This design comes from an exercise in tuning for small area, a short achievable clock period and few clock cycles on the open sky130 flow, not from production work. The RTL was checked by simulation tests, not by an equivalence proof against the original design. Power and IR drop assume default switching activity.

// ysyx_23060025
module ysyx_23060025 (
	input				clock,
	input				reset,
	input				io_interrupt,
	input				io_master_awready,
	output				io_master_awvalid,
	output		[31:0]	io_master_awaddr,
	output		[3:0]	io_master_awid,
	output		[7:0]	io_master_awlen,
	output		[2:0]	io_master_awsize,
	output		[1:0]	io_master_awburst,
	input				io_master_wready,
	output				io_master_wvalid,
	output		[31:0]	io_master_wdata,
	output		[3:0]	io_master_wstrb,
	output				io_master_wlast,
	output				io_master_bready,
	input				io_master_bvalid,
	input		[1:0]	io_master_bresp,
	input		[3:0]	io_master_bid,
	input				io_master_arready,
	output				io_master_arvalid,
	output		[31:0]	io_master_araddr,
	output		[3:0]	io_master_arid,
	output		[7:0]	io_master_arlen,
	output		[2:0]	io_master_arsize,
	output		[1:0]	io_master_arburst,
	output				io_master_rready,
	input				io_master_rvalid,
	input		[1:0]	io_master_rresp,
	input		[31:0]	io_master_rdata,
	input				io_master_rlast,
	input		[3:0]	io_master_rid,
	output				io_slave_awready,
	input				io_slave_awvalid,
	input		[31:0]	io_slave_awaddr,
	input		[3:0]	io_slave_awid,
	input		[7:0]	io_slave_awlen,
	input		[2:0]	io_slave_awsize,
	input		[1:0]	io_slave_awburst,
	output				io_slave_wready,
	input				io_slave_wvalid,
	input		[31:0]	io_slave_wdata,
	input		[3:0]	io_slave_wstrb,
	input				io_slave_wlast,
	input				io_slave_bready,
	output				io_slave_bvalid,
	output		[1:0]	io_slave_bresp,
	output		[3:0]	io_slave_bid,
	output				io_slave_arready,
	input				io_slave_arvalid,
	input		[31:0]	io_slave_araddr,
	input		[3:0]	io_slave_arid,
	input		[7:0]	io_slave_arlen,
	input		[2:0]	io_slave_arsize,
	input		[1:0]	io_slave_arburst,
	input				io_slave_rready,
	output				io_slave_rvalid,
	output		[1:0]	io_slave_rresp,
  ...
Settings: LEC_CHECK=0, ABC_CLOCK_PERIOD_IN_PS=4000, CAP_MARGIN=20, CORE_MARGIN=2, CORE_UTILIZATION=40, SLEW_MARGIN=20; clock period 12.0 ns.
standard.sh (not shown) runs the stock make flow with config.mk's settings and CLKGATE_MAP_FILE= SYNTH_SCRIPT=/design/flow/synth_recipe.tcl, a recipe that flattens the netlist after the stock synthesis.
==> flow/flow/run.sh <==
#!/bin/bash
# The standard ORFS layout, unchanged except that timing repair aims for more setup
# slack than the 12 ns clock needs (the clock, constraints and all steps stay the same).
set -euo pipefail
bash standard.sh SETUP_SLACK_MARGIN=7 TNS_END_PERCENT=20 finish > standard_flow.log 2>&1
The starting point completed without violations.
Testbench counts at the start, summed over its fixed seeds: cycles 110,559.
==> next run, changes <==
--- a/flow/design.v
+++ b/flow/design.v
@@ -238,32 +238,31 @@
 	wire [31:0] csr_new = f3[1] ? (csr_old | rv1) : rv1;
 	wire        ld_clint = (sum[31:16] == 16'h0200);
 	wire        ld_cable = (sum[31:29] == 3'b100);
 	wire [4:0]  lo4 = {1'b0, rv1[3:0]} + {1'b0, opb_r[3:0]};
 	wire [27:0] hx  = rv1[31:4] ^ opb_r[31:4];
 	wire [27:0] hc  = {(rv1[30:4] & opb_r[30:4]) | (hx[26:0] & ~dtag[26:0]), lo4[4]};
 	wire        d_tag_ok = ~|(hx ^ dtag ^ hc);
 	wire        d_hit    = d_tag_ok & dvw[lo4[3:2]];
 	wire        bus_idle = (rs == R_IDLE);
 	wire        ld_x0    = ir_v & is_ld & (xs == 2'd0);
 	wire        ld_issue = ld_x0 & bus_idle & ~wv & ~d_hit & ~ld_clint;
 	wire        ld_data_v = (rs == R_LOAD) & io_master_rvalid;
-	wire [31:0] ld_word = (xs == 2'd0) ? dline[lo4[3:2]] :
-	                      (xs == 2'd3) ? (ld_off[2] ? mtime[63:32] : mtime[31:0]) : io_master_rdata;
-	wire [1:0]  ld_b    = (xs == 2'd0) ? lo4[1:0] : ld_off[1:0];
-	wire [31:0] ld_sh   = ld_word >> {ld_b, 3'b000};
+	wire [31:0] ld_word = (xs == 2'd3) ? (ld_off[2] ? mtime[63:32] : mtime[31:0]) :
+	                      (xs == 2'd1) ? dline[ld_off[3:2]] : io_master_rdata;
+	wire [31:0] ld_sh   = ld_word >> {ld_off[1:0], 3'b000};
 	wire [31:0] ld_val  = f3[1] ? ld_sh :
 	                      f3[0] ? {{16{~f3[2] & ld_sh[15]}}, ld_sh[15:0]} :
 	                              {{24{~f3[2] & ld_sh[7]}}, ld_sh[7:0]};
-	wire        ld_done = (xs == 2'd3) | ((xs == 2'd0) & d_hit) | ((xs == 2'd2) & ld_data_v);
+	wire        ld_done = (xs == 2'd3) | (xs == 2'd1) | ((xs == 2'd2) & ld_data_v);
 	wire        st_ok = ~awv & ~wv;
 	wire [3:0]  st_mask = f3[1] ? 4'b1111 : f3[0] ? (sum[1] ? 4'b1100 : 4'b0011) :
 	                      (4'b0001 << sum[1:0]);
 	wire [31:0] st_data = f3[1] ? rv2 : f3[0] ? {2{rv2[15:0]}} : {4{rv2[7:0]}};
 	wire st_go = ir_v & is_st & st_ok;
 	wire x_done = ir_v & (is_ld ? ld_done : is_st ? st_ok : 1'b1);
 	wire redirect = ir_v & (is_jalr | (is_br & (br_taken ^ pred)) | is_ecall | is_mret);
 	wire [31:0] target = is_jalr ? sum : is_ecall ? mtvec : is_mret ? mepc :
 	                     {alt, 2'b00};
 	wire wr_x  = ir_v & (is_lui | is_auipc | is_jal | is_jalr | is_opi | is_op | is_csr) & (rd != 4'd0);
 	wire wr_rd = wr_x | (ir_v & is_ld & ld_done & (rd != 4'd0));
 	wire [31:0] rd_x   = (is_lui | is_auipc) ? sum :
@@ -338,24 +337,25 @@
 			ir   <= f_inst;
 			alt  <= f_pred ? f_tinc : f_toff;
 			rv2  <= fr2;
 			pred <= f_pred;
 			rv1   <= f_lui ? 32'd0 : f_auipc ? {pc_f, 2'b00} : fr1;
 			opb_r <= ((f_op | f_br) ? fr2 : f_imm) ^ {32{f_sub}};
 			sub_r <= f_sub;
 		end
 	end
 	always @(posedge clock) begin
 		if (reset) xs <= 2'd0;
 		else if (ld_x0 & ld_clint) xs <= 2'd3;
+		else if (ld_x0 & d_hit) xs <= 2'd1;
 		else if (ld_issue) xs <= 2'd2;
 		else if (ld_done) xs <= 2'd0;
 	end
 	always @(posedge clock) begin
 		if (xs == 2'd0) ld_off <= sum[3:0];
 	end
 	always @(posedge clock) begin
 		if (reset) begin
 			dvw   <= 4'd0;
 			dfill <= 1'b0;
 		end else if (st_go) begin
 			dvw   <= 4'd0;
Outcome: Worst setup slack is worse by 0.24 ns. Via count fell by 7.7%. Area after synthesis falls by 1.8%. Sequential power barely changes. Design area shrinks by 2.7%. Global-route usage fell by 0.80 points. Clock skew shrinks by 0.011 ns. Core utilization came out lower by 0.32 points.
Testbench counts after the change, summed over its fixed seeds: cycles 115,197.

## re-timing with driven ports
The results above use ideal ports. As a check the final layouts listed here were re-extracted and re-timed, cells and wires unchanged.
Step 1, drivers: a clkbuf_16 drives clock and a buf_2 each remaining input, both assumed.
Step 2 times the ports against the registers' clock, not the clock port: input delays grow and output delays shrink by t, the midpoint of the rising clock arrivals with the driver on.
Three values: ideal, step 1, step 2; two values: the first two.
run | t (ns) | slack for setup (ns) | worst slew at a driven data input, ns
the first run | 0.962 | 6.830 / 6.830 / 5.966 | 0.17
the second run | 0.924 | 6.587 / 6.587 / 5.919 | 0.10
After both steps every run listed still meets setup and hold. For the first run, which loses most, drivers alone change the setup slack by 0.000 ns; drivers and shift together by -0.864 ns.
